Context: an optimization exercise on an open-source flow, tuned for small area. The choices shown serve that exercise and are no tape-out recipe.
In this exercise RTL edits were held to simulation tests only and were not proved equivalent to the original.
The clock port is modelled as an ideal driver; clocking choices that lean on that would not hold on a real chip.
No activity file was given, so power comes from the tool's default toggle rates.

===== design/flow/flow/run.sh =====
#!/bin/bash
# The standard layout, with the ports buffered by the smallest buffer and the
# registers' clock pins split into eight groups by position, each behind a
# clkbuf_8, and these behind one clkbuf_4 (flow/cluster_clock.tcl), which
# leaves CTS nothing to build (no dummy loads either).
set -euo pipefail
export BUFFER_PORTS_ARGS="-buffer_cell sky130_fd_sc_hd__buf_1"
export PRE_CTS_TCL="$PWD/flow/cluster_clock.tcl"
export CTS_ARGS="-clk_nets i_clk -sink_clustering_enable -repair_clock_nets -buf_list sky130_fd_sc_hd__clkbuf_8 -dont_use_dummy_load"
bash standard.sh > standard.log 2>&1

===== design/flow/flow/cluster_clock.tcl =====
# Sourced by ORFS's cts.tcl before clock_tree_synthesis (PRE_CTS_TCL).
# Splits the clock's register sinks into equal groups by position (recursive
# bisection along the longer side) and puts each group behind a clock buffer
# at the group's centre, then drives these buffers from one root buffer at
# their centre, the only load of the clock port. CTS then has nothing left
# to build, and detailed placement legalizes the buffers.
proc my_cluster_clock { nclusters bufname } {
  set block [ord::get_db_block]
  set master [[ord::get_db] findMaster $bufname]
  set clk [$block findNet i_clk]
  set sinks {}
  foreach it [$clk getITerms] {
    if { [$it isInputSignal] } {
      set loc [[$it getInst] getLocation]
      lappend sinks [list $it [lindex $loc 0] [lindex $loc 1]]
    }
  }
  set groups [list [list $nclusters $sinks]]
  set done {}
  while { [llength $groups] > 0 } {
    set item [lindex $groups 0]
    set groups [lrange $groups 1 end]
    set n [lindex $item 0]
    set g [lindex $item 1]
    if { $n <= 1 } {
      lappend done $g
      continue
    }
    set xs {}
    set ys {}
    foreach s $g {
      lappend xs [lindex $s 1]
      lappend ys [lindex $s 2]
    }
    set xs [lsort -integer $xs]
    set ys [lsort -integer $ys]
    set dx [expr {[lindex $xs end] - [lindex $xs 0]}]
    set dy [expr {[lindex $ys end] - [lindex $ys 0]}]
    set k [expr {$dx >= $dy ? 1 : 2}]
    set g [lsort -integer -index $k $g]
    set n1 [expr {$n / 2}]
    set h [expr {[llength $g] * $n1 / $n}]
    lappend groups [list $n1 [lrange $g 0 [expr {$h - 1}]]]
    lappend groups [list [expr {$n - $n1}] [lrange $g $h end]]
  }
  set i 0
  foreach g $done {
    set sx 0
    set sy 0
    foreach s $g {
      set sx [expr {$sx + [lindex $s 1]}]
      set sy [expr {$sy + [lindex $s 2]}]
    }
    set inst [odb::dbInst_create $block $master "clkbuf_cluster_$i"]
    set net [odb::dbNet_create $block "clknet_cluster_$i"]
    $net setSigType CLOCK
    foreach s $g {
      set it [lindex $s 0]
      $it disconnect
      $it connect $net
    }
    [$inst findITerm A] connect $clk
    [$inst findITerm X] connect $net
    $inst setLocation [expr {$sx / [llength $g]}] [expr {$sy / [llength $g]}]
    $inst setPlacementStatus PLACED
    incr i
  }
  puts "my_cluster_clock: [llength $sinks] sinks in $i groups behind $bufname"
}

proc my_root_buffer { bufname } {
  set block [ord::get_db_block]
  set master [[ord::get_db] findMaster $bufname]
  set clk [$block findNet i_clk]
  set inst [odb::dbInst_create $block $master "clkbuf_root"]
  set net [odb::dbNet_create $block "clknet_root"]
  $net setSigType CLOCK
  set sx 0
  set sy 0
  set n 0
  foreach it [$clk getITerms] {
    if { [$it isInputSignal] } {
      set loc [[$it getInst] getLocation]
      set sx [expr {$sx + [lindex $loc 0]}]
      set sy [expr {$sy + [lindex $loc 1]}]
      incr n
      $it disconnect
      $it connect $net
    }
  }
  [$inst findITerm A] connect $clk
  [$inst findITerm X] connect $net
  $inst setLocation [expr {$sx / $n}] [expr {$sy / $n}]
  $inst setPlacementStatus PLACED
  puts "my_root_buffer: $n loads behind $bufname"
}

my_cluster_clock 8 sky130_fd_sc_hd__clkbuf_8
my_root_buffer sky130_fd_sc_hd__clkbuf_4

===== design/flow/standard.sh =====
#!/bin/bash
# synth_recipe.tcl (not shown) runs the flow's synth.tcl, then flattens the netlist and writes it again
# the make line also repeats each setting of config.mk as NAME=value (left out here)
make -C /OpenROAD-flow-scripts/flow DESIGN_CONFIG=/design/flow/config.mk WORK_HOME=/design/flow/orfs CLKGATE_MAP_FILE= SYNTH_SCRIPT=/design/flow/synth_recipe.tcl "${@:-finish}"

===== design/flow/config.mk =====
export PLATFORM = sky130hd
export DESIGN_NAME = top
export DESIGN_NICKNAME = top
export VERILOG_FILES = /design/flow/design.v
export SDC_FILE = /design/flow/constraint.sdc
export NUM_CORES = 4
export LEC_CHECK = 0
export ABC_AREA = 1
export CAP_MARGIN = 20
export CORE_MARGIN = 2
export CORE_UTILIZATION = 55
export SLEW_MARGIN = 20

===== design/flow/constraint.sdc =====
create_clock -name core_clock -period 10.0 [get_ports {i_clk}]
set_input_delay 2.0000 -clock core_clock [delete_from_list [all_inputs] [get_ports {i_clk}]]
set_output_delay 2.0000 -clock core_clock [all_outputs]
set_load 0.01 [all_outputs]

===== design/flow/design.v =====
module ALU(
	input i_clk,
	input i_fetch,
	input i_pass_y,
	input i_first_y,
	input i_second_y,
	input [2:0] i_j,
	input i_window,
	input logic[2:0] i_op,
	input logic[1:0] i_x,
	output logic[7:0] o_result
	);
	logic c;
	logic[2:0] amount;
	logic xp;
	logic[1:0] y;
	logic c1;
	logic c2;
	logic[1:0] r;
	logic[1:0] xs;
	logic[7:0] left;
	logic[7:0] right;
	wire pass_x = i_window && !i_j[2];
	wire shift_op = i_op[2] & (i_op[1] | i_op[0]);
	wire cin = pass_x && i_j[1:0] == 0 ? i_op[0] : c;
	wire[1:0] x = pass_x ? i_x : 2'b00;
	always_comb begin
		y = o_result[1:0] ^ {2{i_op[0]}};
		c1 = (x[0] & y[0]) | (cin & (x[0] ^ y[0]));
		c2 = (x[1] & y[1]) | (c1 & (x[1] ^ y[1]));
		xs = amount[0] ? {x[0], i_j == 0 ? 1'b0 : xp} : x;
		case(i_op)
			0, 1: r = x ^ y ^ {c1, cin};
			2: r = x & o_result[1:0];
			3: r = ~(x | o_result[1:0]);
			4: r = x ^ o_result[1:0];
			default: r = c ? 2'b00 : xs;
		endcase
		case(amount[2:1])
			0: left = 8'b00001111;
			1: left = 8'b00000111;
			2: left = 8'b00000011;
			default: left = 8'b00000001;
		endcase
		case(amount)
			0: right = 8'b00001111;
			1, 2: right = 8'b00011110;
			3, 4: right = 8'b00111100;
			5, 6: right = 8'b01111000;
			default: right = 8'b11110000;
		endcase
	end
	wire take = i_window && (shift_op ? (i_op[1] ? right[i_j] : left[i_j]) : !i_j[2]);
	always_ff @(posedge i_clk)
		xp <= x[1];
	always_ff @(posedge i_clk)
		if(i_fetch)
			o_result <= {i_x, o_result[7:2]};
		else if(i_pass_y) begin
			o_result <= {shift_op ? 2'b00 : i_x, o_result[7:2]};
			if(i_first_y) begin
				c <= 1'b0;
				amount[1:0] <= i_x;
			end else if(i_second_y) begin
				c <= i_x[1];
				amount[2] <= i_x[0];
			end else
				c <= c | i_x[1] | i_x[0];
		end else begin
			if(take)
				o_result <= {r, o_result[7:2]};
			if(pass_x && !shift_op)
				c <= c2;
		end
endmodule
module debounce(
	input i_clk,
	input i_rst,
	input [WIDTH - 1:0] i_btn,
	output [WIDTH - 1:0] o_events,
	output [WAIT - 1:0] o_phase
	);
	parameter WIDTH = 1;
	parameter WAIT = 4;
	logic[WAIT - 1:0] phase;
	logic[WIDTH - 1:0] debounced;
	logic[WIDTH - 1:0] events;
	always_ff @(posedge i_clk)
		if(i_rst)
		begin
			debounced <= '0;
			phase <= 1;
		end else
		begin
			if(phase == 15)
			begin
				debounced <= i_btn;
				events <= debounced & ~i_btn;
			end
			phase <= phase + 1'b1;
		end
	assign o_events = events;
	assign o_phase = phase;
endmodule
module top(
	input i_clk,
	input i_rst,
	input [10:0] i_btn,
	output [11:0] o_led
	);
	typedef enum logic[2:0] {S_OP, S_REG_SEL, S_REG_EDIT, S_X_REG_SEL, S_Y_REG_SEL, S_RES_REG_SEL, S_RES} states;
	states state;
	logic[2:0] slot[5];
	logic[7:0] rings[8];
	logic clearing;
	logic[7:0] shown_reg;
	wire[7:0] shown;
	wire[10:0] ev_held;
	wire[3:0] phase;
	wire[7:0] alu_out;
	debounce #(11, 4) debouncer0(i_clk, i_rst, i_btn, ev_held, phase);
	wire pending = phase == 4 && !clearing;
	wire[10:0] ev = ev_held & {11{pending}};
	wire[1:0] ph = phase[1:0];
	wire ahead = phase[3:2] == 2'b00;
	wire pass_y = phase[3:2] == 2'b10;
	wire window = phase[3] == phase[2];
	wire[2:0] j = {~phase[2], phase[1:0]};
	wire edit = state == S_REG_EDIT;
	wire in_res = state == S_RES;
	wire[7:0] edit_ev = edit ? ev[7:0] : 8'b0;
	wire store = in_res & ev_held[10];
	wire selecting = state == S_OP || state == S_REG_SEL;
	wire[2:0] addr = state == S_OP ? slot[1] : state == S_REG_SEL ? slot[0] ^ ev_held[2:0] :
		pass_y ? slot[4] : slot[3];
	wire[1:0] shown_pair = shown_reg[2 * ph +: 2];
	wire[1:0] tap = rings[addr][1:0];
	wire[1:0] operand = in_res && addr == slot[0] ? shown_pair : tap;
	ALU alu0(i_clk, selecting && ahead, pass_y, phase == 8, phase == 9, j, window, slot[1], operand, alu_out);
	wire we = (ahead & store) | (pass_y & (edit | state == S_REG_SEL));
	wire[2:0] waddr = slot[0];
	wire[1:0] wdata = clearing ? 2'b00 : shown_pair;
	always_ff @(posedge i_clk)
		for(int i = 0; i < 8; i++)
			rings[i] <= {clearing || (we && waddr == i) ? wdata : rings[i][1:0], rings[i][7:2]};
	always_ff @(posedge i_clk)
		if(i_rst)
			clearing <= 1'b1;
		else if(phase == 4)
			clearing <= 1'b0;
	always_ff @(posedge i_clk)
		if(pending && (selecting || state == S_RES_REG_SEL || store))
			shown_reg <= alu_out;
		else
			shown_reg <= shown_reg ^ edit_ev;
	wire toggling = pending && state != S_REG_EDIT && state != S_RES;
	wire[2:0] field = slot[0] ^ (toggling ? ev[2:0] : 3'b0);
	wire rotate = pending && ev[8] && state != S_REG_EDIT && state != S_RES_REG_SEL &&
		!(state == S_REG_SEL && ev[9]);
	always_ff @(posedge i_clk)
		if(i_rst)
			for(int i = 0; i < 5; i++)
				slot[i] <= '0;
		else if(rotate) begin
			for(int i = 0; i < 4; i++)
				slot[i] <= slot[i + 1];
			slot[4] <= field;
		end else
			slot[0] <= field;
	always_ff @(posedge i_clk)
	begin
		if(i_rst)
			state <= S_OP;
		else
		case(state)
			S_OP: begin
				if(ev[8])
					state <= S_REG_SEL;
			end
			S_REG_SEL: begin
				if(ev[8])
					state <= S_X_REG_SEL;
				if(ev[9])
					state <= S_REG_EDIT;
			end
			S_REG_EDIT: begin
				if(ev[9])
					state <= S_REG_SEL;
			end
			S_X_REG_SEL: begin
				if(ev[8])
					state <= S_Y_REG_SEL;
			end
			S_Y_REG_SEL: begin
				if(ev[8])
					state <= S_RES_REG_SEL;
			end
			S_RES_REG_SEL: begin
				if(ev[8])
					state <= S_RES;
			end
			default: begin
				if(ev[8])
					state <= S_OP;
			end
		endcase
	end
	assign shown = state == S_REG_EDIT || state == S_RES ? shown_reg ^ edit_ev : {5'b0, slot[0]};
	assign o_led = {1'b0, state, ~shown};
endmodule

==> summary.txt <==
==> layout by cell type (no fill, tap or decap), types with 13 or more instances in the layout <==
cell type	n
a21oi_1	43
buf_1	23
dfxtp_1	107
edfxtp_1	23
ha_1	13
inv_1	63
nand2_1	136
nand3_1	36
nor2_1	45
o21ai_0	61
==> metrics by stage <==
stage | worst slack, ns | util, %
finish | 5.19 | 60.0
global route | 4.90 | 60.0
CTS | 5.71 | 60.0
detailed placement | 5.73 | 58.7
global placement | 5.78 | 58.7
floorplan | 5.95 | -
==> cells by family (layout without fill, tap and decap cells) <==
kind of cell / count (synthesis) / after routing / share of synthesized area, %
AND/OR/NAND/NOR: 243 / 243 / 19.9
other: 1 / 1 / 0.0713
AO/OA/AOI/OAI: 121 / 121 / 12.1
XOR/XNOR: 14 / 14 / 2.33
flip-flops: 130 / 130 / 53.8
buffers and inverters: 86 / 101 / 6.61
multiplexers: 6 / 6 / 1.28
adder cells (fa/ha/maj): 15 / 15 / 3.85
==> final cells by class <==
type	count	area, µm²	share of cell area (%)
Multi-Input combinational cell	400	2080	37.5
Inverter	68	255	4.61
Tap cell	129	161	2.91
Buffer	9	118	2.12
Sequential cell	130	2830	51.1
Timing Repair Buffer	24	93.8	1.69
==> worst max-delay path, delay by kind of cell (launching register included) <==
kind,cells,cell delay (ns)
AO/OA/AOI/OAI,1,0.22
XOR/XNOR,1,0.18
buffers and inverters,3,0.52
flip-flops,1,0.40
AND/OR/NAND/NOR,3,0.98
==> synth_stat cells, drive strengths merged <==
cell	count	area share, %
clkinv	1	0.071
conb	1	0.071
nor3	5	0.48
o22ai	4	0.48
nand4	3	0.36
xor2	7	1.2
a31oi	1	0.12
nor3b	1	0.24
clkbuf	8	0.57
a22oi	1	0.14
nand2	146	11
a211oi	1	0.14
a221oi	2	0.33
nand3	39	4.0
dfxtp	107	41
o211ai	1	0.14
inv	67	4.8
buf	10	1.2
a32o	1	0.19
edfxtp	23	13
ha	13	3.1
fa	2	0.76
and3	1	0.12
a21oi	43	4.1
xnor2	7	1.2
nor2	48	3.7
mux2	6	1.3
o21ai	67	6.4
==> worst paths after layout <==
kind	start	cells past startpoint	slack, ns	end
worst max-delay path	state[1]	8	5.19	o_led[1]
worst min-delay path	rings[4][7]	0	0.33	rings[4][5]
worst max register to register	debouncer0.phase[2]	22	5.91	alu0.o_result[7]
worst min register to register	rings[4][7]	0	0.33	rings[4][5]
==> layer usage <==
metal  global-route usage [%]  part of all wire, %
met5                        0                    0
met4                     5.61                  2.4
met3                     2.55                  5.4
met2                     36.2                   43
met1                     32.9                   49
==> report_power, final <==
| group | switching (W) | internal, W |
|---|---|---|
| Sequential | 0.0000209 | 0.000559 |
| Clock | 0.000150 | 0.0000758 |
| Combinational | 0.0000547 | 0.0000319 |
==> results.tsv <==
stage	metric	value	unit
outcome	status	complete, no violations	
clock_network	postCtsHoldBufs	0	
worst_setup_path	critPathLaunchType	flop	
cells_and_area	area_growth	5.33	%
sta	finalSetupTns	0	ns
drt	routed_wl	11.3	mm
sta	max_freq	208	MHz
drt	viasPerCell	5.22	
placed_design	dpl_cell_area	5420	µm²
drt	drc_errors	0	
yosys	ys_warn_count	7	
worst_setup_path	crit_path_max_incr_delay	0.54	ns
yosys	ys_types	39	
worst_setup_path	cp.arrival	2.81	ns
sta	hold_violations	0	
pwr	power	0.000892	W
sta	setup_viol	0	
worst_setup_path	cp_common_cell	nor2_1	
clock_network	cts.clk_slew.worst_paths	0.10	ns
cells_and_area	biggestRegsByFlops	rings (64), slot (15)	
grt	grt_usage	22.6	%
grt	grt_remaining_overflow	0	
die	pin_count	25	
grt	grt_pass1_vias	3751	
sta	maxSlewViolCount	0	
cells_and_area	fin_cells	760	
job	max-cap-violations	0	
placed_design	dpl.cell_count	751	
cells_and_area	fillers	861	
cells_and_area	num_antenna_cells	0	
die	std_cell_rows	35	
cells_and_area	fin_nets	661	
placed_design	portBuffers	23	
worst_setup_path	critPathKind	reg -> out	
sta	slew-limit-headroom	42.2	%
grt	grt_max_degree	32	
clock_network	cts_setup_buffers	0	
grt	grt_pass1_wl	18.7	mm
placed_design	gp_congestion	0.933	
worst_setup_path	critPathCaptureType	output port	
cells_and_area	largest_reg_flops	64	
worst_setup_path	crit_slowest_cell	nor2_1	
yosys	synthCells	616	
drt	drtIter0Drc	207	
die	fp.dieW	102	µm
yosys	syn_avg_cell_area	8.54	µm²
sta	fin_skew	0.0116	ns
placed_design	hpwl	8.56	mm
die	die-area	10400	µm²
yosys	syn-num-nets	644	
clock_network	clock_latency	0.50	ns
drt	vias	3968	
sta	tightestPinTransition	0.864	ns
sta	fin_hold_ws	0.326	ns
die	dieHeight	102	µm
yosys	synth.ff_latch_count	130	
yosys	syn_area	5260	µm²
grt	grt_antenna_before_repair	0	
sta	period_minus_slack	4.81	ns
worst_setup_path	cp_max_fo	11	
pwr	ir_drop	0.139	mV
min_path	min_path_type	reg -> reg	
worst_setup_path	worstPathRequired	8.00	ns
die	fp.coreArea	9240	µm²
sta	fin_crit_sh	48.1	%
drt	wl_per_cell	14.9	µm
pwr	p_leak	2.25	nW
worst_setup_path	crit_chain	inv_2, nor2_1, inv_1, nor2_1, nand2_1, xor2_1, o21ai_0, buf_1	
pwr	power_density	161	nW/µm²
cells_and_area	drive_above_1_share	6.02	%
cells_and_area	stdcell_area	5540	µm²
yosys	yosysSeqAreaShare	53.8	%
clock_network	postCtsResizedCells	0	
die	start_util	56.9	%
sta	grt_setup_unrepaired	no	
cells_and_area	top_register	rings	
drt	drtAntennaViolNets	0	
drt	drt-pass1-iter-count	5	

separate check: timing with driven ports:
In the flow no input, the clock included, has a driving cell. The finished layout below was timed again as built, in two steps. Step 1 sets driving cells, clkbuf_16 on the clock port and buf_2 on the other inputs (assumed; they add their load-dependent delay and slew). Step 2 adds t to the input delays and takes it off the output delays; t is the mean of the earliest and latest rising clock arrival at the registers after step 1. Input paths then give back, and output paths get back, about the clock's delay inside the block. Three values: no drivers, after step 1, after step 2; two values: the first two.
t (ns): 0.525
setup WS [ns]: 5.192 / 5.163 / 5.688
worst setup path at the end: register to output
clock arrival spread, ns: 0.012 / 0.012
worst slew at a driven data input, ns: 0.03
After both steps setup and hold are still met in this run. For this run, drivers alone change the setup slack by -0.029 ns; drivers and shift together by +0.496 ns.
